From an optimization exercise on the open Yosys and OpenROAD flow, aimed at small area, a short achievable clock period and few clock cycles; shortcuts taken in it are not production practice.
At most, simulation tests tie the RTL to the original design; equivalence was not proved.
Power and IR drop assume default switching activity.

// alu
module alu(
    input [31:0] A,
    input [31:0] B,
    input [2:0] ALUop,
    input clk,
    input reset,
    output reg [31:0] Result,
    output done
);
Size: ~1400 cells after synthesis, ~71 flip-flops, about 100 I/O pins, roughly 10000 µm² of cells after synthesis.
==> module alu, before the edit <==
module alu(
    input [31:0] A,
    input [31:0] B,
    input [2:0] ALUop,
    input clk,
    input reset,
    output reg [31:0] Result,
    output done
);
wire mod_sel = (ALUop == 3'b111);
wire [31:0] mod_result;
wire [31:0] diff;              
wire no_borrow;                
mod #(.R_STEPS(2)) mod_instance (
    .clk(clk),
    .reset(reset),
    .start(mod_sel),
    .ALUop(ALUop),
    .A(A),
    .B(B),
    .Result(mod_result),
    .diff(diff),
    .no_borrow(no_borrow),
    .done(done)
);
wire t11 = ~ALUop[1];
wire t10 = ALUop[1] ^ ALUop[0];
wire t00 = ALUop[1] & ALUop[0];
wire [31:0] both = A & B;
wire [31:0] any = A | B;
reg [31:0] logic_res;
integer i;
always @(*)
    for (i = 0; i < 32; i = i + 1)
        logic_res[i] = both[i] ? t11 : (any[i] ? t10 : t00);
wire is_logic = ~ALUop[2];
wire is_arith = ALUop[2] & (ALUop[1] ^ ALUop[0]);
wire is_gt = ALUop[2] & ~ALUop[1] & ~ALUop[0];
wire mod_done = mod_sel & done;
always @(*) begin
    Result = (logic_res & {32{is_logic}}) | (diff & {32{is_arith}}) | (mod_result & {32{mod_done}});
    Result[0] = Result[0] | (is_gt & no_borrow);
end
endmodule
==> module mod_dp, before the edit <==
module mod_dp #(parameter R_STEPS = 2) (
    input clk,
    input [2:0] ALUop,
    input [31:0] A,
    input [31:0] B,
    input load,
    input last,
    input done,
    output [4:0] g,
    output [31:0] Result,
    output [31:0] diff,
    output no_borrow
);
    localparam DW = 32 + R_STEPS - 1;
    reg [31:0] R;
    reg [DW-1:0] D;
    function [2:0] lz4;
        input [3:0] x;
        begin
            lz4[2] = ~|x;
            lz4[1] = ~|x[3:2];
            lz4[0] = ~x[3] & (x[2] | ~x[1]);
        end
    endfunction
    function [5:0] lz32;
        input [31:0] x;
        reg [2:0] n [0:7];
        reg [3:0] m [0:3];
        reg [4:0] k [0:1];
        integer i;
        begin
            for (i = 0; i < 8; i = i + 1) n[i] = lz4(x[31-4*i -: 4]);
            for (i = 0; i < 4; i = i + 1)
                m[i] = n[2*i][2] ? {n[2*i+1][2], 1'b1, n[2*i+1][1:0]} : {2'b00, n[2*i][1:0]};
            for (i = 0; i < 2; i = i + 1)
                k[i] = m[2*i][3] ? {m[2*i+1][3], 1'b1, m[2*i+1][2:0]} : {2'b00, m[2*i][2:0]};
            lz32 = k[0][4] ? {k[1][4], 1'b1, k[1][3:0]} : {2'b00, k[0][3:0]};
        end
    endfunction
    wire [5:0] ca = lz32(A);
    wire [5:0] cb = lz32(B);
    wire [6:0] dd = {1'b0, cb} - {1'b0, ca};
    wire [4:0] d = dd[6] ? 5'd0 : dd[4:0];
    assign g = d / R_STEPS;
    wire [DW-1:0] dn = {B, {(R_STEPS-1){1'b0}}} << (g * R_STEPS);
    wire alu_mode = ~(ALUop == 3'b111);
    wire add = (ALUop == 3'b101);
    wire bin = alu_mode & ~ALUop[1];
    wire [31:0] rc [0:R_STEPS];
    assign rc[0] = R;
    genvar j;
    generate for (j = 0; j < R_STEPS - 1; j = j + 1) begin : chain
        wire b;
        wire [31:0] df;
        mod_step #(.DW(DW - j)) st(.r(rc[j]), .d(D[DW-1:j]), .bin(1'b0), .q(rc[j+1]), .diff(df), .bout(b));
    end endgenerate
    wire [31:0] r_last = (alu_mode | load) ? A : rc[R_STEPS-1];
    wire [31:0] d_last = alu_mode ? (B ^ {32{add}}) : D[31 + R_STEPS - 1:R_STEPS - 1];
    wire bout_last;
    mod_step #(.DW(32)) st_last(.r(r_last), .d(d_last), .bin(bin), .q(rc[R_STEPS]), .diff(diff), .bout(bout_last));
    assign no_borrow = ~bout_last;
    always @(posedge clk) begin
        R <= rc[R_STEPS];
        if (load) D <= dn;
        else      D <= last ? {DW{1'b0}} : (D >> R_STEPS);
    end
    assign Result = rc[R_STEPS];
endmodule
Settings: LEC_CHECK=0, CAP_MARGIN=20, CORE_MARGIN=2, CORE_UTILIZATION=40, SLEW_MARGIN=20; clock period 24.0 ns.
run.sh (not shown) runs the stock make flow with config.mk's settings and CLKGATE_MAP_FILE= SYNTH_SCRIPT=/design/flow/synth_recipe.tcl, a recipe that flattens the netlist after the stock synthesis.
The starting point finished with timing, DRC and antenna clean.
Testbench counts at the start, summed over its fixed seeds: cycles 2,985.
Then changed:
--- a/flow/design.v
+++ b/flow/design.v
@@ -23,23 +23,17 @@
     .no_borrow(no_borrow),
     .done(done)
 );
-wire t11 = ~ALUop[1];
-wire t10 = ALUop[1] ^ ALUop[0];
-wire t00 = ALUop[1] & ALUop[0];
-wire [31:0] both = A & B;
-wire [31:0] any = A | B;
-reg [31:0] logic_res;
-integer i;
-always @(*)
-    for (i = 0; i < 32; i = i + 1)
-        logic_res[i] = both[i] ? t11 : (any[i] ? t10 : t00);
-wire is_logic = ~ALUop[2];
-wire is_arith = ALUop[2] & (ALUop[1] ^ ALUop[0]);
-wire is_gt = ALUop[2] & ~ALUop[1] & ~ALUop[0];
-wire mod_done = mod_sel & done;
 always @(*) begin
-    Result = (logic_res & {32{is_logic}}) | (diff & {32{is_arith}}) | (mod_result & {32{mod_done}});
-    Result[0] = Result[0] | (is_gt & no_borrow);
+    case (ALUop)
+        3'b000: Result = A & B;
+        3'b001: Result = A | B;
+        3'b010: Result = A ^ B;
+        3'b011: Result = ~(A | B);
+        3'b100: Result = {31'b0, no_borrow};
+        3'b101: Result = diff;
+        3'b110: Result = diff;
+        default: Result = mod_result;
+    endcase
 end
 endmodule
 module mod_cu(
@@ -123,17 +117,21 @@
         wire [31:0] df;
         mod_step #(.DW(DW - j)) st(.r(rc[j]), .d(D[DW-1:j]), .bin(1'b0), .q(rc[j+1]), .diff(df), .bout(b));
     end endgenerate
-    wire [31:0] r_last = (alu_mode | load) ? A : rc[R_STEPS-1];
+    wire [31:0] r_last = alu_mode ? A : rc[R_STEPS-1];
     wire [31:0] d_last = alu_mode ? (B ^ {32{add}}) : D[31 + R_STEPS - 1:R_STEPS - 1];
     wire bout_last;
     mod_step #(.DW(32)) st_last(.r(r_last), .d(d_last), .bin(bin), .q(rc[R_STEPS]), .diff(diff), .bout(bout_last));
     assign no_borrow = ~bout_last;
     always @(posedge clk) begin
-        R <= rc[R_STEPS];
-        if (load) D <= dn;
-        else      D <= last ? {DW{1'b0}} : (D >> R_STEPS);
+        if (load) begin
+            R <= A;
+            D <= dn;
+        end else begin
+            R <= rc[R_STEPS];
+            D <= last ? {DW{1'b0}} : (D >> R_STEPS);
+        end
     end
-    assign Result = rc[R_STEPS];
+    assign Result = done ? rc[R_STEPS] : 32'd0;
 endmodule
 module mod_step #(parameter DW = 33) (
     input [31:0] r,
Outcome:
- register-to-register slack is worse by 0.64 ns
- design area goes up by 12%
- synthesized cell count goes up by 6.8%
- clock power goes up by about 10%
- worst setup slack is worse by 0.17 ns
- core utilization goes up by 0.29 points
- cell count goes up by about 9%
- global-route usage goes up by 1.5 points
- total power goes up by 16%
- critical path depth goes up by 2
- count of clock-buffer cells in the layout is unchanged
Only the layout flow was run in the second run of this note; the RTL was not checked for function there.

[re-timing with driven ports]
Ports are ideal in the flow. The routed layouts listed here were re-timed in OpenROAD.
Step 1, drivers: a clkbuf_16 drives clk and a buf_2 each remaining input, both assumed.
Step 2, shift: input delay + t, output delay - t, t = (earliest + latest rising clock arrival at the registers) / 2. This alone moves slack from input paths to output paths.
a / b / c = ideal ports / drivers / drivers and shift; a / b = the first two.
run | t (ns) | setup WS [ns] | worst register clock-pin slew, ns
the first run | 0.408 | 7.185 / 7.163 / 7.163 | 0.08 / 0.08
the second run | 0.410 | 7.012 / 6.989 / 6.989 | 0.08 / 0.08
After both steps setup and hold are still met in every run listed. The setup slack of the second run, which loses most, moves by -0.023 ns with the drivers and by -0.023 ns with both steps.
